Source: an optimization exercise on an open RTL-to-GDS flow (aim: small area, a short achievable clock period and few clock cycles). Production flows keep margins and buffers that such runs may drop.
Where RTL was checked, it was by simulation tests only, not by an equivalence proof against the original.

quartz:
// processor
module processor(
  input wire clk, reset,
  input wire op,  
  input wire [7:0] in_data,
  input wire user_write_memory,
  input wire [7:0] user_address,
  output wire [7:0] out_data,  
  output wire done             
);
  reg [7:0] reg_a, reg_b, reg_c, reg_d;
  reg [7:0] pc;
  reg       f_halted;     
  reg       done_r;
  reg [63:0] rb0, rb1;
  reg [7:0]  rv0, rv1;    
  reg        g_valid;
  reg        g_halt;
  reg [23:0] g_imm;       
  reg [3:0]  g_u1a, g_u1b;
  reg [1:0]  g_u1op;
  reg [3:0]  g_u2a, g_u2b;
  reg        g_u2sub, g_u2mul;
  reg [3:0]  g_u3a, g_u3b;
  reg        g_u3sub;
  reg [3:0]  g_ta, g_tb, g_tc, g_td;
  reg        g_s0v, g_s1v, g_s2v, g_s3v;
  reg [7:0]  g_s0a, g_s1a, g_s2a, g_s3a;
  reg [3:0]  g_s0t, g_s1t, g_s2t, g_s3t;
  wire [4:0] row0 = pc[7:3];
  wire [4:0] row1 = row0 + 5'd1;
  wire [4:0] row2 = row0 + 5'd2;
  wire [7:0] a_new, b_new, c_new, d_new, s0d, s1d, s2d, s3d;
  ...
clock: 12.5 ns
lec_check: 0
cap_margin: 20
core_margin: 2
core_utilization: 50
place_density: 0.6
setup_slack_margin: 4
slew_margin: 20
standard.sh (not shown) runs the stock make flow with config.mk's settings and CLKGATE_MAP_FILE= SYNTH_SCRIPT=/design/flow/synth_recipe.tcl, a recipe that flattens the netlist after the stock synthesis.
==> flow/flow/run.sh <==
#!/bin/bash
# The standard flow's own layout (standard.sh), except that synthesis skips ORFS's adder
# step (Yosys extract_fa and the full/half-adder cell map): ABC then maps the
# arithmetic as plain logic and times it as a whole. Everything else, the
# registers included, is the standard synthesis and layout.
set -euo pipefail
here=$(pwd)

# ORFS's synth.tcl without the block from "Technology mapping of adders" up
# to "Technology mapping of latches"
sed '/^# Technology mapping of adders/,/^# Technology mapping of latches/{/^# Technology mapping of latches/!d}' \
  "$FLOW_HOME/scripts/synth.tcl" > "$here/synth_noadder.tcl"
grep -q '^# Technology mapping of latches' "$here/synth_noadder.tcl"
! grep -q 'extract_fa' "$here/synth_noadder.tcl"

# The standard flow's synthesis script, sourcing that instead of ORFS's synth.tcl
sed "s#source \$::env(SCRIPTS_DIR)/synth.tcl#source $here/synth_noadder.tcl#" \
  synth_recipe.tcl > "$here/synth_recipe_noadder.tcl"
grep -q 'synth_noadder.tcl' "$here/synth_recipe_noadder.tcl"

# standard.sh with that synthesis script
sed "s#SYNTH_SCRIPT=[^ ]*#SYNTH_SCRIPT=$here/synth_recipe_noadder.tcl#" standard.sh > "$here/standard_noadder.sh"
grep -q 'synth_recipe_noadder.tcl' "$here/standard_noadder.sh"

bash "$here/standard_noadder.sh" finish > "$here/orfs_make.log" 2>&1
Testbench counts of quartz, summed over its fixed seeds: cycles 1,180.
Inputs modified between quartz and willow:
# quartz
export LEC_CHECK = 0
export CAP_MARGIN = 20
export CORE_MARGIN = 2
export CORE_UTILIZATION = 50
export PLACE_DENSITY = 0.6
export SETUP_SLACK_MARGIN = 4
export SLEW_MARGIN = 20
create_clock -name core_clock -period 12.5 [get_ports {clk}]
# willow
export LEC_CHECK = 0
export CAP_MARGIN = 20
export CORE_MARGIN = 2
export CORE_UTILIZATION = 50
export CTS_CLUSTER_DIAMETER = 110
export CTS_CLUSTER_SIZE = 26
export PLACE_DENSITY = 0.6
export SETUP_SLACK_MARGIN = 4
export SLEW_MARGIN = 20
create_clock -name core_clock -period 12.5 [get_ports {clk}]
--- outcome ---
Re number of routed nets with antenna violations: no difference whatsoever between willow and quartz.
Taking quartz as the reference point, the first-iteration DRC count of willow falls by 185.
As of willow, number of ordinary and repair buffers in the finished layout had fallen slightly compared to quartz.
Inputs modified between willow and fjord:
# willow
export LEC_CHECK = 0
export CAP_MARGIN = 20
export CORE_MARGIN = 2
export CORE_UTILIZATION = 50
export CTS_CLUSTER_DIAMETER = 110
export CTS_CLUSTER_SIZE = 26
export PLACE_DENSITY = 0.6
export SETUP_SLACK_MARGIN = 4
export SLEW_MARGIN = 20
create_clock -name core_clock -period 12.5 [get_ports {clk}]
# fjord
export LEC_CHECK = 0
export CAP_MARGIN = 20
export CORE_MARGIN = 2
export CORE_UTILIZATION = 50
export CTS_CLUSTER_DIAMETER = 100
export CTS_CLUSTER_SIZE = 22
export PLACE_DENSITY = 0.6
export SETUP_SLACK_MARGIN = 4
export SLEW_MARGIN = 20
create_clock -name core_clock -period 12.5 [get_ports {clk}]
==> results.txt <==
Looking at fjord and willow, the cell area after layout is a wash. Of the two values seen for kind of critical path, in2out was produced by willow and reg2reg by fjord. | post-route clock skew | willow vs fjord | ≈ equal |. Comparing willow against fjord, there is no change at all in die footprint. In terms of global-route usage, fjord and willow differ only marginally.
## Diff of input files: harbor against fjord
# fjord
export LEC_CHECK = 0
export CAP_MARGIN = 20
export CORE_MARGIN = 2
export CORE_UTILIZATION = 50
export CTS_CLUSTER_DIAMETER = 100
export CTS_CLUSTER_SIZE = 22
export PLACE_DENSITY = 0.6
export SETUP_SLACK_MARGIN = 4
export SLEW_MARGIN = 20
create_clock -name core_clock -period 12.5 [get_ports {clk}]
# harbor
export LEC_CHECK = 0
export CAP_MARGIN = 20
export CORE_MARGIN = 2
export CORE_UTILIZATION = 50
export CTS_CLUSTER_DIAMETER = 100
export CTS_CLUSTER_SIZE = 22
export PLACE_DENSITY = 0.6
export SETUP_SLACK_MARGIN = 4.3
export SLEW_MARGIN = 20
create_clock -name core_clock -period 12.5 [get_ports {clk}]
Findings:
Compared with fjord, in harbor global-route usage now sits lower, die area now sits at about the same level, final-layout worst hold slack now sits higher.
The run with more setup slack is harbor; fjord has less.

========
Another version of the RTL of processor (not shown whole).
Size in the first run: about 11,000 cells after synthesis, ~2,300 flip-flops, roughly 29 I/O pins, roughly 130,000 um2 of cells after synthesis.
Design processor, start of the top module:
module processor(
  input wire clk, reset,
  input wire op,  
  input wire [7:0] in_data,
  input wire user_write_memory,
  input wire [7:0] user_address,
  output wire [7:0] out_data,  
  output wire done             
);
clock: 12.5 ns
lec_check: 0
cap_margin: 20
core_margin: 2
core_utilization: 50
place_density: 0.6
setup_slack_margin: 4
slew_margin: 20
Scripts as last shown in full above: flow/flow/run.sh
Change:
- CORE_UTILIZATION: 50 -> 65
- PLACE_DENSITY: 0.6 -> 0.75
=> The changed run stopped in global routing (5_1_grt) (GRT-0116). Area after synthesis is unchanged. Synthesized cell count is unchanged.
No run of this note included a check of the RTL's function; only the layout flow was run.

========
processor, a different RTL version from the one above (not shown whole).
Size: about 12000 cells after synthesis, about 2400 flip-flops, ~29 I/O pins, about 0.13 mm^2 of cells after synthesis.
==> flow/design.v (excerpt) <==
module processor(
  input wire clk, reset,
  input wire op,  
  input wire [7:0] in_data,
  input wire user_write_memory,
  input wire [7:0] user_address,
  output wire [7:0] out_data,  
  output wire done             
);
clock: 12.5 ns
lec_check: 0
cap_margin: 20
core_margin: 2
core_utilization: 50
cts_cluster_diameter: 110
cts_cluster_size: 26
place_density: 0.6
setup_slack_margin: 4
slew_margin: 20
==> flow/flow/run.sh <==
#!/bin/bash
set -euo pipefail
here=$(pwd)
flowdir=$(cd "$(dirname "$0")" && pwd)

# ORFS's synth.tcl without the block from "Technology mapping of adders" up
# to "Technology mapping of latches", and with ABC given our script
sed -e '/^# Technology mapping of adders/,/^# Technology mapping of latches/{/^# Technology mapping of latches/!d}' \
    -e "s#^  log_cmd abc {\*}\$abc_args#  log_cmd abc {*}[lreplace \$abc_args 1 1 $flowdir/abc_map.script]#" \
  "$FLOW_HOME/scripts/synth.tcl" > "$here/synth_noadder.tcl"
grep -q '^# Technology mapping of latches' "$here/synth_noadder.tcl"
! grep -q 'extract_fa' "$here/synth_noadder.tcl"
grep -q 'abc_map.script' "$here/synth_noadder.tcl"

# The standard flow's synthesis script, sourcing that instead of ORFS's synth.tcl
sed "s#source \$::env(SCRIPTS_DIR)/synth.tcl#source $here/synth_noadder.tcl#" \
  synth_recipe.tcl > "$here/synth_recipe_noadder.tcl"
grep -q 'synth_noadder.tcl' "$here/synth_recipe_noadder.tcl"

# standard.sh with that synthesis script
sed "s#SYNTH_SCRIPT=[^ ]*#SYNTH_SCRIPT=$here/synth_recipe_noadder.tcl#" standard.sh > "$here/standard_noadder.sh"
grep -q 'synth_recipe_noadder.tcl' "$here/standard_noadder.sh"

bash "$here/standard_noadder.sh" finish > "$here/orfs_make.log" 2>&1
==> flow/flow/abc_map.script <==
&get -n
&st
&dch
&nf
&st
&syn2
&if -g -K 6
&synch2
&nf
&put
buffer -c
topo
stime -c
upsize -c
dnsize -c
The starting point went through all stages and came out clean.
Testbench counts at the start, summed over its fixed seeds: cycles 1,121.
Edit:
--- a/flow/flow/run.sh
+++ b/flow/flow/run.sh
@@ -1,3 +1,11 @@
 #!/bin/bash
+# The standard flow's own layout (standard.sh), except for two changes to synthesis:
+#  - ORFS's adder step (Yosys extract_fa and the full/half-adder cell map) is
+#    skipped, so ABC maps the arithmetic as plain logic and times it whole;
+#  - ABC runs flow/abc_map.script instead of ORFS's abc_speed.script: the
+#    same commands, but one round of restructuring (&st &syn2 &if &synch2
+#    &nf) after the first mapping instead of five, which saves area.
+# Everything else, the registers included, is the standard synthesis and
+# layout. Each tool's output goes to orfs_make.log and ORFS's own logs.
 set -euo pipefail
 here=$(pwd)
What happened:
- The new run finished with timing, DRC and antenna clean
- synthesized area stays the same
- global-route usage does not change
- maximum frequency stays the same
- routed wire length stays the same
- cell area is unchanged
- setup slack stays the same
- die area stays the same
Edit:
==> flow/flow/run.sh (replaced) <==
#!/bin/bash
# The standard flow's own layout (standard.sh), except that synthesis skips ORFS's adder
# step (Yosys extract_fa and the full/half-adder cell map): ABC then maps the
# arithmetic as plain logic and times it as a whole. Everything else, the
# registers included, is the standard synthesis and layout.
set -euo pipefail
here=$(pwd)

# ORFS's synth.tcl without the block from "Technology mapping of adders" up
# to "Technology mapping of latches"
sed '/^# Technology mapping of adders/,/^# Technology mapping of latches/{/^# Technology mapping of latches/!d}' \
  "$FLOW_HOME/scripts/synth.tcl" > "$here/synth_noadder.tcl"
grep -q '^# Technology mapping of latches' "$here/synth_noadder.tcl"
! grep -q 'extract_fa' "$here/synth_noadder.tcl"

# The standard flow's synthesis script, sourcing that instead of ORFS's synth.tcl
sed "s#source \$::env(SCRIPTS_DIR)/synth.tcl#source $here/synth_noadder.tcl#" \
  synth_recipe.tcl > "$here/synth_recipe_noadder.tcl"
grep -q 'synth_noadder.tcl' "$here/synth_recipe_noadder.tcl"

# standard.sh with that synthesis script
sed "s#SYNTH_SCRIPT=[^ ]*#SYNTH_SCRIPT=$here/synth_recipe_noadder.tcl#" standard.sh > "$here/standard_noadder.sh"
grep -q 'synth_recipe_noadder.tcl' "$here/standard_noadder.sh"

bash "$here/standard_noadder.sh" finish > "$here/orfs_make.log" 2>&1
removed: flow/flow/abc_map.script
Effect: Die area increases by 2.6%. Final area increases by 2.6%. Utilization decreases by 0.14 points. Setup slack is better by 130 ps. Via count increases by 4.8%.

-- static timing again, ports no longer ideal --
How much do the figures lean on ideal ports? The routed layouts below were timed once more, with nothing changed but the port constraints. Step 1 assumes that a clkbuf_16 drives the clock port and a buf_2 every other input. Step 2 times the ports against the registers' clock, not the clock port: input delays grow and output delays shrink by t, the midpoint of the rising clock arrivals with the driver on. Slacks: ideal ports / drivers / drivers and shift; pairs: ideal ports / drivers.
run | t (ns) | setup slack, ns | clock arrival spread, ns
quartz | 0.988 | 3.948 / 3.773 / 3.773 | 0.158 / 0.158
willow | 0.902 | 3.951 / 3.798 / 3.798 | 0.091 / 0.092
fjord | 0.947 | 3.799 / 3.768 / 3.768 | 0.093 / 0.094
harbor | 0.936 | 4.139 / 3.854 / 3.854 | 0.104 / 0.104
the first run of note 2 | 0.995 | 3.818 / 3.650 / 3.650 | 0.155 / 0.155
the first run of note 3 | 0.917 | 3.785 / 3.607 / 3.607 | 0.131 / 0.131
the second run of note 3 | 0.917 | 3.785 / 3.607 / 3.607 | 0.131 / 0.131
the third run of note 3 | 0.902 | 3.911 / 3.631 / 3.631 | 0.100 / 0.101
After both steps setup and hold are still met in every run listed. The setup slack of harbor, which loses most, moves by -0.285 ns with the drivers and by -0.285 ns with both steps.
